Background: an optimization exercise with open tools, aiming at small area and a short achievable clock period. Do not read the settings as production practice.
Function was not checked in any run shown here: the RTL went through the layout flow alone.
Power is estimated from default activity; no workload was simulated.

<file path="flow/run.sh">
#!/bin/bash
# synth_recipe.tcl (not shown) runs the flow's synth.tcl, then flattens the netlist and writes it again
# the make line also repeats each setting of config.mk as NAME=value (left out here)
make -C /OpenROAD-flow-scripts/flow DESIGN_CONFIG=/design/flow/config.mk WORK_HOME=/design/flow/orfs CLKGATE_MAP_FILE= SYNTH_SCRIPT=/design/flow/synth_recipe.tcl finish
</file>
<file path="flow/config.mk">
export PLATFORM = sky130hd
export DESIGN_NAME = ula
export DESIGN_NICKNAME = ula
export VERILOG_FILES = /design/flow/design.v
export SDC_FILE = /design/flow/constraint.sdc
export NUM_CORES = 4
export LEC_CHECK = 0
export CAP_MARGIN = 20
export CORE_MARGIN = 2
export CORE_UTILIZATION = 40
export PLACE_DENSITY = 0.6
export SLEW_MARGIN = 20
</file>
<file path="flow/constraint.sdc">
create_clock -name core_clock -period 10.0 [get_ports {clk14}]
set_input_delay 2.0000 -clock core_clock [delete_from_list [all_inputs] [get_ports {clk14}]]
set_output_delay 2.0000 -clock core_clock [all_outputs]
set_load 0.01 [all_outputs]
</file>
<file path="flow/design.v">
`timescale 1ns / 1ps
module ram64bytes(
    input clk,
    input [5:0] a,
    input [7:0] din,
    output [7:0] dout,
    input we
    );
	 reg [7:0] mem[0:63];
	 assign dout = mem[a];	 
	 always @(posedge clk) begin
		if (we)
			mem[a] <= din;
	 end
endmodule
`timescale 1ns / 1ps
module ula(
    input clk14,			 
	 input reset,			 
    input [15:0] a,		 
    input [7:0] din,		 
	 output [7:0] dout,	 
    input mreq_n,			 
    input iorq_n,			 
    input rd_n,			 
    input wr_n,			 
	 input rfsh_n,			 
	 output clkcpu,		 
	 output msk_int_n,	 
    output [13:0] va,	  
	 input [7:0] vramdout, 
	 output [7:0] vramdin, 
    output vramoe,		 
    output vramcs,		  
    output vramwe,		 
    input ear,				   
    output mic,			    
    output spk,            
	 output [7:0] kbrows,    
    input [4:0] kbcolumns,	 
    output r,				
    output g,				 
    output b,				 
    output i,				 
	 output [7:0] rgbulaplus,	 
	 output ulaplus_enabled,	 
    output csync,			
    output hsync,
    output vsync
    );
	reg [2:0] BorderColor;
	reg TimexHiColorMode;
	reg ULAPlusConfig;	 
	reg [7:0] ULAPlusAddrReg;	 
	assign ulaplus_enabled = ULAPlusConfig;
	wire addrportsel = !iorq_n && a[0] && !a[2] && (a[7:6]==2'b00) && (a[15:14]==2'b10);  
	wire dataportsel = !iorq_n && a[0] && !a[2] && (a[7:6]==2'b00) && (a[15:14]==2'b11);  
	wire cpu_writes_palette = dataportsel && !wr_n && (ULAPlusAddrReg[7:6]==2'b00);   
	reg [5:0] paletteaddr;	 
	wire [7:0] palettedout;	 
	reg palettewe;				 
	ram64bytes palette (
		.clk(clk14),	 
		.a(paletteaddr),
		.din(din),
		.dout(palettedout),
		.we(palettewe)	 
		);
	reg clk7;
	always @(posedge clk14)
		if (reset)
			clk7 <= 0;
		else
			clk7 <= !clk7;
	wire clk7_rise = !clk7;	 
	wire clk7_fall = clk7;	 
	reg [8:0] hc;
	always @(posedge clk14) begin
		if (reset)
			hc <= 0;
		else if (clk7_rise) begin
			if (hc==447)
				hc <= 0;
			else
				hc <= hc + 1;
		end
	end
	reg [8:0] vc;
	always @(posedge clk14) begin
		if (reset)
			vc <= 0;
		else if (clk7_rise && hc==447) begin
			if (vc == 311)
				vc <= 0;
			else
				vc <= vc + 1;
		end
	end
	reg HBlank_n;
	always @(posedge clk14) begin
		if (reset)
			HBlank_n <= 1;
		else if (clk7_fall) begin
			if (((hc)==(320)))
				HBlank_n <= 0;
			else if (((hc)==(415+1)))
				HBlank_n <= 1;
		end
	end
	reg HSync_n;
	always @(posedge clk14) begin
		if (reset)
			HSync_n <= 1;
		else if (clk7_fall) begin
			if (((hc)==(344)))
				HSync_n <= 0;
			else if (((hc)==(375+1)))
				HSync_n <= 1;
		end
	end
	reg VBlank_n;
	always @(posedge clk14) begin
		if (reset)
			VBlank_n <= 1;
		else if (clk7_fall) begin
			if (((vc)==(248)))
				VBlank_n <= 0;
			else if (((vc)==(255+1)))
				VBlank_n <= 1;
		end
	end
	reg VSync_n;
	wire VSync_fall = clk7_fall && VSync_n && ((vc)==(248));
	always @(posedge clk14) begin
		if (reset)
			VSync_n <= 1;
		else if (clk7_fall) begin
			if (((vc)==(248)))
				VSync_n <= 0;
			else if (((vc)==(251+1)))
				VSync_n <= 1;
		end
	end
	reg INT_n;
	assign msk_int_n = INT_n;
	always @(posedge clk14) begin
		if (reset)
			INT_n <= 1;
		else if (clk7_fall) begin
			if (((vc)==(248)) && ((hc)==(0)))
				INT_n <= 0;
			else if (((vc)==(248)) && ((hc)==(31+1)))
				INT_n <= 1;
		end
	end
	reg Border_n;
	always @(posedge clk14) begin
		if (reset)
			Border_n <= 1;
		else if (clk7_fall) begin
			if ( (vc[7] & vc[6]) | vc[8] | hc[8])
				Border_n <= 0;
			else
				Border_n <= 1;
		end
	end
	reg VidEN_n;
	always @(posedge clk14) begin
		if (reset)
			VidEN_n <= 1;
		else if (clk7_fall && hc[3])
			VidEN_n <= !Border_n;
	end
	reg DataLatch_n;
	wire DataLatch_set = hc[0] & hc[1] & Border_n & hc[3];
	wire DataLatch_fall = clk7_fall && DataLatch_n && DataLatch_set;
	always @(posedge clk14) begin
		if (reset)
			DataLatch_n <= 1;
		else if (clk7_fall) begin
			if (DataLatch_set)
				DataLatch_n <= 0;
			else
				DataLatch_n <= 1;
		end
	end
	reg AttrLatch_n;
	wire AttrLatch_set = hc[0] & !hc[1] & Border_n & hc[3];
	wire AttrLatch_fall = clk7_fall && AttrLatch_n && AttrLatch_set;
	always @(posedge clk14) begin
		if (reset)
			AttrLatch_n <= 1;
		else if (clk7_fall) begin
			if (AttrLatch_set)
				AttrLatch_n <= 0;
			else
				AttrLatch_n <= 1;
		end
	end
	reg SLoad;
	always @(posedge clk14) begin
		if (reset)
			SLoad <= 0;
		else if (clk7_fall) begin
			if (!hc[0] & !hc[1] & hc[2] & !VidEN_n)
				SLoad <= 1;
			else
				SLoad <= 0;
		end
	end
	reg AOLatch_n;
	wire AOLatch_set = hc[0] & !hc[1] & hc[2];
	wire AOLatch_fall = clk7_fall && AOLatch_n && AOLatch_set;
	always @(posedge clk14) begin
		if (reset)
			AOLatch_n <= 1;
		else if (clk7_fall) begin
			if (AOLatch_set)
				AOLatch_n <= 0;
			else
				AOLatch_n <= 1;
		end
	end
	reg [7:0] BitmapReg;
	always @(posedge clk14) begin
		if (reset)
			BitmapReg <= 0;
		else if (DataLatch_fall)
			BitmapReg <= vramdout;
	end
	reg [7:0] SRegister;
	always @(posedge clk14) begin
		if (reset)
			SRegister <= 0;
		else if (clk7_fall) begin
			if (SLoad)
				SRegister <= BitmapReg;
			else
				SRegister <= {SRegister[6:0],1'b0};
		end
	end
	reg [7:0] AttrReg;
	always @(posedge clk14) begin
		if (reset)
			AttrReg <= 0;
		else if (AttrLatch_fall)
			AttrReg <= vramdout;
	end
	reg [7:0] AttrOut;
	always @(posedge clk14) begin
		if (reset)
			AttrOut <= 0;
		else if (AOLatch_fall) begin
			if (!VidEN_n)
				AttrOut <= AttrReg;
			else
				AttrOut <= {2'b00,BorderColor,BorderColor};
		end
	end
	reg [4:0] FlashCnt;
	always @(posedge clk14) begin
		if (reset)
			FlashCnt <= 0;
		else if (VSync_fall)
			FlashCnt <= FlashCnt + 1;
	end
	wire Pixel = SRegister[7] ^ (AttrOut[7] & FlashCnt[4]);
	reg rI,rG,rR,rB;
	assign r = rR;
	assign g = rG;
	assign b = rB;
	assign i = rI;
	always @(*) begin
		if (HBlank_n && VBlank_n)
			{rI,rG,rR,rB} = (Pixel)? {AttrOut[6],AttrOut[2:0]} : {AttrOut[6],AttrOut[5:3]};
		else
			{rI,rG,rR,rB} = 4'b0000;
	end
	assign csync = HSync_n & VSync_n;
	assign vsync = VSync_n;
	assign hsync = HSync_n;
	reg [13:0] rVA;
	reg rVCS;
	reg rVOE;
	reg rVWE;
	assign va = rVA;
	assign vramcs = rVCS;
	assign vramoe = rVOE;
	assign vramwe = rVWE;
	reg [8:0] v;
	reg [8:0] c;
	always @(posedge clk14) begin
		if (reset) begin
			c <= 0;
			v <= 0;
		end
		else if (clk7_fall && Border_n && (hc[3:0]==4'b0111 || hc[3:0]==4'b1011)) begin	 
			c <= hc;
			v <= vc;
		end
	end
	always @(*) begin
		if (Border_n && (hc[3:0]==4'b1000 || hc[3:0]==4'b1001 || hc[3:0]==4'b1100 || hc[3:0]==4'b1101)) begin	 
			rVA = (TimexHiColorMode)? 	{1'b1,v[7:6],v[2:0],v[5:3],c[7:3]} : 														 
												{4'b0110,v[7:3],c[7:3]};																		 
			rVCS = 1;
			rVOE = !hc[0];
			rVWE = 0;
		end
		else if (Border_n && (hc[3:0]==4'b1010 || hc[3:0]==4'b1011 || hc[3:0]==4'b1110 || hc[3:0]==4'b1111)) begin	 
			rVA = {1'b0,v[7:6],v[2:0],v[5:3],c[7:3]};						 
			rVCS = 1;
			rVOE = !hc[0];
			rVWE = 0;
		end
		else if (Border_n && hc[3:0]==4'b0000) begin
			rVA = a[13:0];
			rVCS = 0;
			rVOE = 0;
			rVWE = 0;
		end
		else begin	 
			rVA = a[13:0];
			rVCS = !a[15] & a[14] & !mreq_n;
			rVOE = !rd_n;
			rVWE = !wr_n;
		end
	end
	always @(*) begin
		if (Border_n && (hc[3:0]==10 || hc[3:0]==14)) begin	   
			palettewe = 0;
			paletteaddr = { AttrReg[7:6],1'b1,AttrReg[5:3] };
		end
		else if (Border_n && (hc[3:0]==11 || hc[3:0]==15)) begin	   
			palettewe = 0;
			paletteaddr = { AttrReg[7:6],1'b0,AttrReg[2:0] };
		end
		else if (dataportsel) begin										 
			paletteaddr = ULAPlusAddrReg[5:0];
			palettewe = cpu_writes_palette;
		end
		else begin		 
			palettewe = 0;		 
			paletteaddr = {3'b001, BorderColor};   
		end
	end
	reg [7:0] ULAPlusPaper;
	reg [7:0] ULAPlusInk;
	reg [7:0] ULAPlusBorder;
	wire ULAPlusPixel = SRegister[7];
	always @(posedge clk14) begin
		if (reset) begin
			ULAPlusPaper <= 0;
			ULAPlusInk <= 0;
			ULAPlusBorder <= 0;
		end
		else if (Border_n && (hc[3:0]==10 || hc[3:0]==14) && !clk7)	 
			ULAPlusPaper <= palettedout;
		else if (Border_n && (hc[3:0]==11 || hc[3:0]==15) && !clk7)	 
			ULAPlusInk <= palettedout;
		else if (hc[3:0]==12 && !dataportsel)	 
			ULAPlusBorder <= palettedout; 			 
	end													 
	reg [7:0] ULAPlusPaperOut;
	reg [7:0] ULAPlusInkOut;
	always @(posedge clk14) begin
		if (reset) begin
			ULAPlusPaperOut <= 0;
			ULAPlusInkOut <= 0;
		end
		else if (AOLatch_fall) begin
			if (!VidEN_n) begin	 
				ULAPlusPaperOut <= ULAPlusPaper;
				ULAPlusInkOut <= ULAPlusInk;
			end
			else begin	 
				ULAPlusPaperOut <= ULAPlusBorder;
				ULAPlusInkOut <= ULAPlusBorder;
			end
		end
	end
	reg [7:0] rRGBULAPlus;
	assign rgbulaplus = rRGBULAPlus;
	always @(*) begin
		if (HBlank_n && VBlank_n)
			rRGBULAPlus = (ULAPlusPixel)? ULAPlusInkOut : ULAPlusPaperOut;
		else
			rRGBULAPlus = 8'h00;
	end
	reg CPUClk;
	assign clkcpu = CPUClk;
	reg ioreqtw3;
	reg mreqt23;
	wire ioreq_n = a[0] | iorq_n;
	wire Nor1 = (~(a[14] | ~ioreq_n)) |
	            (~(~a[15] | ~ioreq_n)) |
					(~(hc[2] | hc[3])) |
					(~Border_n | ~ioreqtw3 | ~CPUClk | ~mreqt23);
	wire Nor2 = (~(hc[2] | hc[3])) |
	            ~Border_n |
					~CPUClk |
					ioreq_n |
					~ioreqtw3;
	wire CLKContention = ~Nor1 | ~Nor2;
	always @(posedge clk14) begin
		if (reset) begin
			ioreqtw3 <= 0;
			mreqt23 <= 0;
		end
		else if (clk7_rise && !CPUClk) begin
			ioreqtw3 <= ioreq_n;
			mreqt23 <= mreq_n;
		end
	end
	always @(posedge clk14) begin	 
		if (reset)
			CPUClk <= 0;
		else if (clk7_rise) begin
			if (CPUClk && !CLKContention)    
				CPUClk <= 0;
			else
				CPUClk <= 1;
		end
	end
	always @(posedge clk14) begin
		if (reset) begin
			ULAPlusConfig <= 0;
			ULAPlusAddrReg <= 0;
		end
		else if (clk7_rise) begin
			if (addrportsel && !wr_n)
				ULAPlusAddrReg <= din;
			else if (dataportsel && !wr_n && ULAPlusAddrReg[7:6]==2'b01)
				ULAPlusConfig <= din[0];
		end
	end
	assign dout = (!a[15] && a[14] && !mreq_n && !rd_n)? vramdout :  
	              (!iorq_n && !a[0] && !rd_n)?          {1'b1,ear,1'b1,kbcolumns} :	 
					  (!iorq_n && a[7:0]==8'hFF && !rd_n)? {6'b000000,TimexHiColorMode,1'b0} :  
					  (addrportsel && !rd_n)? ULAPlusAddrReg :   
					  (dataportsel && !rd_n && ULAPlusAddrReg[7:6]==2'b01)? {7'b0000000, ULAPlusConfig} :
					  (dataportsel && !rd_n && ULAPlusAddrReg[7:6]==2'b00)? palettedout :
					  (Border_n)?                  AttrReg :   
					                              8'hFF;      
	assign vramdin = din;		 
	assign kbrows = {a[11], a[10], a[9], a[12], a[13], a[8], a[14], a[15]};
	reg rMic;
	reg rSpk;
	assign mic = rMic;
	assign spk = rSpk;
	always @(posedge clk14) begin
		if (reset) begin
			TimexHiColorMode <= 0;
			rSpk <= 0;
			rMic <= 0;
			BorderColor <= 3'b100;
		end
		else if (clk7_fall) begin
			if (!iorq_n && a[7:0]==8'hFF && !wr_n)
				TimexHiColorMode <= din[1];
			else if (!iorq_n & !a[0] & !wr_n)
				{rSpk,rMic,BorderColor} <= din[5:0];
		end
	end
endmodule
</file>
==> results of run 1 <==
## cell usage in the layout, fill, tap and decap left out, drive strengths merged, types with 5 or more instances in the layout
master / Yosys / routed
nor3: 22 / 22
xor2: 14 / 14
mux4: 6 / 6
clkdlybuf4s50: 0 / 95
a32oi: 8 / 8
inv: 12 / 14
a22oi: 16 / 16
clkinvlp: 0 / 5
edfxtp: 512 / 512
or4: 6 / 6
nand2: 243 / 243
o211ai: 11 / 11
a21oi: 56 / 56
nand4: 22 / 22
a221oi: 6 / 6
o221ai: 36 / 36
dfxtp: 138 / 138
a311oi: 6 / 6
or2: 8 / 8
and4: 5 / 5
and2: 9 / 9
o31ai: 6 / 6
or3: 12 / 12
clkbuf: 73 / 92
o21ai: 81 / 81
and3: 48 / 48
mux2i: 126 / 126
mux2: 17 / 17
buf: 84 / 97
a2111oi: 7 / 7
nor2: 239 / 239
nor2b: 7 / 7
nand3: 30 / 30
clkinv: 0 / 15
ha: 8 / 8
a31oi: 45 / 45
o22ai: 67 / 67
a211oi: 75 / 75
nand2b: 34 / 34
## layer usage
metal | vias to the layer above | wire length (um)
li1 | 8467 | -
met1 | 9598 | 34000
met3 | 192 | 7410
met2 | 926 | 38500
met4 | 0 | 3110
met5 | - | 0
## per-stage QoR
step	area (um2)	hold slack (ns)	util (%)	cells	total power [mW]
floorplan	27400	0.428	-	2169	3.09
global route	31600	0.489	46.8	3194	5.80
finish	31600	0.460	46.8	3194	5.65
global placement	29400	0.450	43.6	3077	3.23
detailed placement	29400	0.456	43.6	3077	3.23
CTS	31600	0.466	46.8	3194	5.68
## worst max-delay path: stages
cell,delay [ns]
clkdlybuf4s50_1,0.58
nor4b_2,0.58
a21boi_0,0.34
o21ai_4,0.48
nand2_8,0.36
buf_12,0.32
nor2_1,0.69
a22oi_1,0.15
o2bb2ai_1,0.45
a2111oi_0,0.19
buf_4,0.21
and4_1,0.23
o21ai_1,0.18
clkdlybuf4s50_1,0.59
## where the power goes
part	internal [mW]	switching (mW)	leakage, nW
Clock	1.44	1.04	1.04
Sequential	2.92	0.00865	5.71
Combinational	0.0859	0.165	3.78
Total	4.44	1.21	10.5
## state kept, by name (all words and copies together) (netlist names), 3 cells and up
| signal | flops |
|---|---|
| ULAPlusAddrReg | 8 |
| vc | 9 |
| ULAPlusInk | 8 |
| ULAPlusPaperOut | 8 |
| ULAPlusInkOut | 8 |
| BorderColor | 3 |
| AttrOut | 8 |
| v | 8 |
| ULAPlusBorder | 8 |
| c | 5 |
| AttrReg | 8 |
| hc | 9 |
| BitmapReg | 8 |
| SRegister | 8 |
| FlashCnt | 5 |
| ULAPlusPaper | 8 |
| palette.mem | 512 |
## final cells by class
class	count	share of cell area [%]
Clock buffer	92	6.14
Timing Repair Buffer	192	5.49
Multi-Input combinational cell	1350	26.7
Clock inverter	25	0.681
Tap cell	873	3.46
Sequential cell	650	57.4
Inverter	12	0.143
## worst max-delay path by stage
stage               endpoint  start  slack, ns  cells after the start
global route         dout[6]  a[15]       0.52                     13
detailed placement   dout[6]  a[15]       0.81                     13
finish               dout[6]  a[15]       0.57                     14
floorplan            dout[3]   a[2]       3.27                     12
CTS                  dout[4]  a[15]       0.81                     14
global placement     dout[6]  a[15]       0.75                     13
## logic make-up after synthesis
group                    synth area share [%]
buffers and inverters                    3.21
flip-flops                               66.2
adder cells (fa/ha/maj)                 0.365
multiplexers                             5.79
XOR/XNOR                                0.511
AND/OR/NAND/NOR                          11.9
AO/OA/AOI/OAI                            12.1
==> impl_metrics.env, run 1 <==
export IMPL_clock_latency_ns=0.61
export IMPL_syn_instance_count=2169
export IMPL_cap_violations=0
export IMPL_synth_top_cell_area_share_pct=56.1
export IMPL_register_area_um2=18100
export IMPL_use_met2_pct=37.0
export IMPL_required_ns=8.00
export IMPL_path_class="in -> out"
export IMPL_async_flop_share_pct=0
export IMPL_grt_use_total_pct=23.2
export IMPL_grt_overflow=0
export IMPL_skew_ns=0.0364
export IMPL_p_leak_nw=10.5
export IMPL_cts_root_buf="clkbuf_16"
export IMPL_dpl_worst_slack_ns=0.812
export IMPL_clock_fmax_mhz=106
export IMPL_vias=19183
export IMPL_holdCritStartpoint="AttrOut[7]$_SDFFE_PP0P_"
export IMPL_io_buffers=104
export IMPL_grt_max_degree=76
export IMPL_tns_ns=0
export IMPL_core_area_um2=67500
export IMPL_status="complete, no violations"
export IMPL_reg2reg_slack_ns=5.02
export IMPL_min_path_cells=2
export IMPL_ys_warn_count=2
export IMPL_rsz0062_at_grt="no"
export IMPL_synth_distinct_cells=95
export IMPL_avgSynthCellArea_um2=12.6
export IMPL_top_usage_layer="met2"
export IMPL_synth_edf_count=512
export IMPL_finalCritPeriodShare_pct=94.3
export IMPL_final_nets=2327
export IMPL_pin_count=106
export IMPL_rows=95
export IMPL_crit_path_start_kind="input pin"
export IMPL_dp_hpwl_mm=53.8
export IMPL_cts_sinks=650
export IMPL_grt_pass1_wl_mm=122
export IMPL_initial_core_util_pct=40.6
export IMPL_tightest_slew_ns=1.13
export IMPL_drt_iter0_drc=2185
export IMPL_critPathArrivalTime_ns=7.43
export IMPL_antenna_found_initial=0
export IMPL_relSlewSlack_pct=24.5
export IMPL_die_h_um=266
export IMPL_hold_class="reg -> reg"
export IMPL_multi_input_area_um2=8440
export IMPL_syn_area_um2=27400
export IMPL_ctsResizeCount=0
export IMPL_yosysTopAreaCell="edfxtp_1"
export IMPL_cts_tree="built"
export IMPL_drcViolationCount=0
export IMPL_yosysMostFrequentCell="edfxtp_1"
export IMPL_syn_to_final_growth_pct=15.3
export IMPL_ys_flop_type="edfxtp_1"
export IMPL_drv_slew=0
export IMPL_grt_pass1_vias=18221
export IMPL_via_per_inst=6.01
export IMPL_cp_end_kind="output port"
export IMPL_num_fill_cells=6004
export IMPL_post_cts_setup_buffers=0
export IMPL_globalRouteMet1Util_pct=31.4
export IMPL_cts_reportedPaths_clkPinSlew_ns=0.06
export IMPL_drt_pre_antenna_iters=8
export IMPL_fin_ws_ns=0.571
export IMPL_r2r_cells=11
export IMPL_postRouteAntennaNets=0
export IMPL_yosys_top_cells_area="edfxtp_1 56%, dfxtp_1 10%, mux2i_1 4.6%"
export IMPL_wl_per_cell_um=26.0
export IMPL_drive_gt1_share_pct=11.1
export IMPL_syn_nets=2222
export IMPL_hold_end="AttrOut[7]$_SDFFE_PP0P_"
export IMPL_htreeDepth=3
export IMPL_met3_usage_pct=4.90
export IMPL_hold_violations=0
export IMPL_timing_rr_end="ULAPlusInk[7]$_SDFFE_PP0P_"
export IMPL_cp_max_fo=52
export IMPL_place_gp_congestion=0.948
export IMPL_ys_top_cells_by_count="512 x edfxtp_1, 240 x nand2_1, 236 x nor2_1, 138 x dfxtp_1, 126 x mux2i_1"
export IMPL_final_setup_viol_count=0
export IMPL_r2r_start="hc[0]$_SDFFE_PP0N_"
export IMPL_ys_seq_area_share_pct=66.2
export IMPL_cts_buffers=68
export IMPL_hold_buffers=0
export IMPL_power_density_nw_per_um2=179
export IMPL_ys_seq_elements=650
export IMPL_postRouteWirelength_mm=83.1
export IMPL_worst_ir_drop_vdd_v=0.000124
export IMPL_antenna_cells=0
export IMPL_cts_buffer_depth=3
export IMPL_die_x_um=266
export IMPL_die_area_um2=70600
export IMPL_min_period_ns=9.43
==> inputs of run 2 (changes only) <==
--- a/flow/design.v
+++ b/flow/design.v
@@ -1,17 +1,21 @@
 `timescale 1ns / 1ps
 module ram64bytes(
     input clk,
-    input [5:0] a,
+    input [5:0] wa,
     input [7:0] din,
-    output [7:0] dout,
-    input we
+    input we,
+    input [5:0] ra,
+    output [7:0] douta,
+    input [2:0] rb,
+    output [7:0] doutb
     );
-	 reg [7:0] mem[0:63];
-	 assign dout = mem[a];	 
-	 always @(posedge clk) begin
+	reg [7:0] mem[0:63];
+	assign douta = mem[ra];
+	assign doutb = mem[{3'b001, rb}];
+	always @(posedge clk) begin
 		if (we)
-			mem[a] <= din;
-	 end
+			mem[wa] <= din;
+	end
 endmodule
 `timescale 1ns / 1ps
 module ula(
@@ -56,16 +60,6 @@
 	wire addrportsel = !iorq_n && a[0] && !a[2] && (a[7:6]==2'b00) && (a[15:14]==2'b10);  
 	wire dataportsel = !iorq_n && a[0] && !a[2] && (a[7:6]==2'b00) && (a[15:14]==2'b11);  
 	wire cpu_writes_palette = dataportsel && !wr_n && (ULAPlusAddrReg[7:6]==2'b00);   
-	reg [5:0] paletteaddr;	 
-	wire [7:0] palettedout;	 
-	reg palettewe;				 
-	ram64bytes palette (
-		.clk(clk14),	 
-		.a(paletteaddr),
-		.din(din),
-		.dout(palettedout),
-		.we(palettewe)	 
-		);
 	reg clk7;
 	always @(posedge clk14)
 		if (reset)
@@ -326,24 +320,22 @@
 			rVWE = !wr_n;
 		end
 	end
-	always @(*) begin
-		if (Border_n && (hc[3:0]==10 || hc[3:0]==14)) begin	   
-			palettewe = 0;
-			paletteaddr = { AttrReg[7:6],1'b1,AttrReg[5:3] };
-		end
-		else if (Border_n && (hc[3:0]==11 || hc[3:0]==15)) begin	   
-			palettewe = 0;
-			paletteaddr = { AttrReg[7:6],1'b0,AttrReg[2:0] };
-		end
-		else if (dataportsel) begin										 
-			paletteaddr = ULAPlusAddrReg[5:0];
-			palettewe = cpu_writes_palette;
-		end
-		else begin		 
-			palettewe = 0;		 
-			paletteaddr = {3'b001, BorderColor};   
-		end
-	end
+	wire fetchslot = Border_n && hc[3] && hc[1];	 
+	wire [5:0] fetchaddr = hc[0] ? { AttrReg[7:6],1'b0,AttrReg[2:0] } : { AttrReg[7:6],1'b1,AttrReg[5:3] };
+	wire [5:0] paletteaddr = fetchslot ? fetchaddr : ULAPlusAddrReg[5:0];
+	wire palettewe = cpu_writes_palette && !fetchslot;
+	wire [7:0] palettedout;		 
+	wire [7:0] paletteborder;	 
+	ram64bytes palette (
+		.clk(clk14),
+		.wa(ULAPlusAddrReg[5:0]),
+		.din(din),
+		.we(palettewe),
+		.ra(paletteaddr),
+		.douta(palettedout),
+		.rb(BorderColor),
+		.doutb(paletteborder)
+		);
 	reg [7:0] ULAPlusPaper;
 	reg [7:0] ULAPlusInk;
 	reg [7:0] ULAPlusBorder;
@@ -359,7 +351,7 @@
 		else if (Border_n && (hc[3:0]==11 || hc[3:0]==15) && !clk7)	 
 			ULAPlusInk <= palettedout;
 		else if (hc[3:0]==12 && !dataportsel)	 
-			ULAPlusBorder <= palettedout; 			 
+			ULAPlusBorder <= paletteborder; 		 
 	end													 
 	reg [7:0] ULAPlusPaperOut;
 	reg [7:0] ULAPlusInkOut;
--- a/flow/config.mk
+++ b/flow/config.mk
@@ -9,4 +9,5 @@
 export CORE_MARGIN = 2
 export CORE_UTILIZATION = 40
 export PLACE_DENSITY = 0.6
+export SETUP_SLACK_MARGIN = 5
 export SLEW_MARGIN = 20
==> run 2 against run 1 <==
Compared with the run above: non-clock buffer count is 31 higher; still clean; clock power is 4% higher; combinational power fell by 7%.
==> impl_metrics.env, run 2 <==
export IMPL_synth_compound_area_share_pct=7.66
export IMPL_register_area_um2=18200
export IMPL_ys_top_cells_by_count="512 x edfxtp_1, 381 x nand2_1, 245 x nor2_1, 157 x mux2i_1, 138 x dfxtp_1"
export IMPL_via_per_inst=5.88
export IMPL_synthSimpleGateAreaFrac_pct=14.6
export IMPL_drt_iter0_drc=2358
export IMPL_core_area_um2=69800
export IMPL_power_density_nw_per_um2=170
export IMPL_grt_max_degree=73
export IMPL_min_period_ns=6.17
export IMPL_postRouteWirelength_mm=89.4
export IMPL_synth_top_family_by_area="simple AND/OR/NAND/NOR gates"
export IMPL_grt_pass1_wl_mm=127
export IMPL_cp_slowest_stage_delay_ns=0.42
export IMPL_cap_violations=0
export IMPL_power_mw=5.75
export IMPL_status="complete, no violations"
export IMPL_p_leak_nw=11.6
export IMPL_cts_buffers=70
export IMPL_synth_top_cell_area_share_pct=54.7
export IMPL_syn_area_um2=28100
export IMPL_yosysMostFrequentCell="edfxtp_1"
export IMPL_tightest_slew_ns=1.10
export IMPL_crit_path_start_kind="input pin"
export IMPL_vias=20072
export IMPL_num_fill_cells=6036
export IMPL_layout_commonest_cell="edfxtp_1"
export IMPL_antenna_cells=0
export IMPL_rsz0062_at_grt="yes"
export IMPL_drive_gt1_share_pct=16.1
export IMPL_antenna_found_initial=2
export IMPL_io_buffers=104
export IMPL_grt_overflow=0
export IMPL_ys_seq_elements=650
export IMPL_cts_reportedPaths_clkPinSlew_ns=0.06
export IMPL_syn_nets=2326
export IMPL_path_cells="buf_8 -> nor4b_4 -> buf_6 -> a41o_4 -> nor2_1 -> or4_4 -> a21o_1 -> a221o_1 -> a21oi_2 -> o2bb2ai_2 -> buf_2"
export IMPL_regMostFlops="palette.mem"
export IMPL_synthMuxAreaShare_pct=9.21
export IMPL_hold_class="reg -> reg"
export IMPL_yosys_top_cells_area="edfxtp_1 55%, dfxtp_1 9.8%, mux2i_1 5.6%"
export IMPL_path_class="in -> out"
export IMPL_r2r_start="ULAPlusAddrReg[7]$_SDFFE_PP0P_"
export IMPL_reg_top3="palette.mem (512), hc (9), vc (9)"
export IMPL_hold_violations=0
export IMPL_grt_use_total_pct=24.2
export IMPL_place_gp_congestion=0.891
export IMPL_cp_end_kind="output port"
export IMPL_synthAdderAreaFrac_pct=0.312
export IMPL_ys_flop_type="edfxtp_1"
export IMPL_postRouteAntennaNets=0
export IMPL_syn_instance_count=2274
export IMPL_relSlewSlack_pct=26.2
export IMPL_multi_input_area_um2=9650
export IMPL_clock_latency_ns=0.64
export IMPL_synth_distinct_cells=80
export IMPL_cts_sinks=650
export IMPL_cp_max_fo=4
export IMPL_wl_per_cell_um=26.2
export IMPL_syn_to_final_growth_pct=20.7
export IMPL_synth_edf_count=512
export IMPL_cts_root_buf="clkbuf_16"
export IMPL_tns_ns=0
export IMPL_async_flop_share_pct=0
export IMPL_worst_ir_drop_vdd_v=0.000127
export IMPL_ys_warn_count=2
export IMPL_cts_tree="built"
export IMPL_initial_core_util_pct=40.3
export IMPL_final_setup_viol_count=0
export IMPL_synth_xor_area_share_pct=0.561
export IMPL_yosysTopAreaCell="edfxtp_1"
export IMPL_finalCritPeriodShare_pct=61.7
export IMPL_skew_ns=0.0338
export IMPL_largest_reg_flops=512
export IMPL_drt_pre_antenna_iters=7
export IMPL_die_x_um=269
export IMPL_die_h_um=269
export IMPL_cts_buffer_depth=3
export IMPL_drcViolationCount=0
export IMPL_startpoint="a[7]"
export IMPL_avgSynthCellArea_um2=12.4
export IMPL_critPathArrivalTime_ns=4.17
export IMPL_clock_fmax_mhz=162
export IMPL_die_area_um2=72400
export IMPL_ys_seq_area_share_pct=64.5
export IMPL_final_cell_mix="512 x edfxtp_1, 379 x nand2_1, 236 x nor2_1"
export IMPL_dp_hpwl_mm=50.0
export IMPL_pin_count=106
export IMPL_required_ns=8.00
export IMPL_worst_path_max_delay_cell="or4_4"
export IMPL_holdCritStartpoint="AttrOut[6]$_SDFFE_PP0P_"
export IMPL_final_nets=2473
export IMPL_drv_slew=0
export IMPL_rows=97
export IMPL_grt_pass1_vias=19008
export IMPL_hold_buffers=0
export IMPL_htreeDepth=3
run 2: cell types whose count changed after synthesis, sizes merged, moves of 30 or more:
cell / change
o221ai: -31
o22ai: -55
nand3: +95
o21ai: -61
nand2: +139
mux4: +30
mux2i: +33
and3: -34
run 2: worst max-delay path: cells and delay by family:
kind | cells | cell delay [ns]
simple gates | 3 | 0.76
compound gates | 5 | 0.97
buf+inv | 3 | 0.43
run 2: cell type report:
class                           count  area share, %
Inverter                           20          0.221
Timing Repair Buffer              223           7.59
Multi-Input combinational cell   1456           28.4
Tap cell                          940           3.47
Sequential cell                   650           53.5
Clock buffer                       93           5.69
Clock inverter                     34           1.08
run 2: layer usage:
layer  GRT usage (%)  wire length (um)  part of all wire (%)  vias up
met2            38.4             40900                    46     1105
li1                -                 -                     -     8819
met5               0                15                 0.017        -
met3            4.20              8490                   9.5      224
met4            11.2              4130                   4.6        2
met1            32.5             35800                    40     9922
run 2: worst paths after layout:
kind	end	slack, ns	cells past startpoint
worst max-delay path	dout[2]	3.83	11
worst min-delay path	AttrOut[6]$_SDFFE_PP0P_	0.45	2
worst max register to register	palette.mem[55][4]$_DFFE_PP_	6.61	4
worst min register to register	AttrOut[6]$_SDFFE_PP0P_	0.45	2
run 2: repair_timing:
item,CTS,global route
setup buffers,59,5
resized for setup,224,34
endpoints found under the hold margin,0,0
cloned,22,3
endpoints found under the setup margin,552,41
pin swaps,37,12
run 2: logic make-up after synthesis:
kind of cell	Yosys count
buf+inv	174
simple gates	921
compound gates	295
fa+ha+maj	7
mux	209
flops	650
xor+xnor	18
run 2: through the flow:
step	std cells	area, um2	setup slack [ns]	hold WS (ns)	utilization (%)
floorplan	2274	28300	4.24	0.428	-
global placement	3200	30000	2.48	0.442	42.9
detailed placement	3200	30000	2.39	0.442	42.9
CTS	3408	33700	3.88	0.448	48.3
global route	3416	33900	3.76	0.469	48.6
finish	3416	33900	3.83	0.447	48.6
run 2: report_power, final:
part           internal [mW]  total, mW  switching [mW]  leakage [nW]
clock network           1.50       2.59            1.09          1.11
logic                 0.0959      0.234           0.138          4.79
registers               2.92       2.93         0.00968          5.72
total                   4.52       5.75            1.24          11.6

afterwards: timing with drivers on the ports:
Ports are ideal in the flow. The routed layouts listed here were re-timed in OpenROAD. Step 1 assumes that a clkbuf_16 drives the clock port and a buf_2 every other input. Step 2 times the ports against the registers' clock, not the clock port: input delays grow and output delays shrink by t, the midpoint of the rising clock arrivals with the driver on. Slacks: no drivers / after step 1 / after step 2; pairs: no drivers / after step 1.
run | t (ns) | slack for setup (ns) | worst data-port slew with drivers (ns)
run 1 | 0.659 | 0.571 / 0.539 / 0.539 | 0.04
run 2 | 0.680 | 3.828 / 3.786 / 3.786 | 0.07
After both steps setup and hold are still met in every run listed. The setup slack of run 2, which loses most, moves by -0.042 ns with the drivers and by -0.042 ns with both steps.
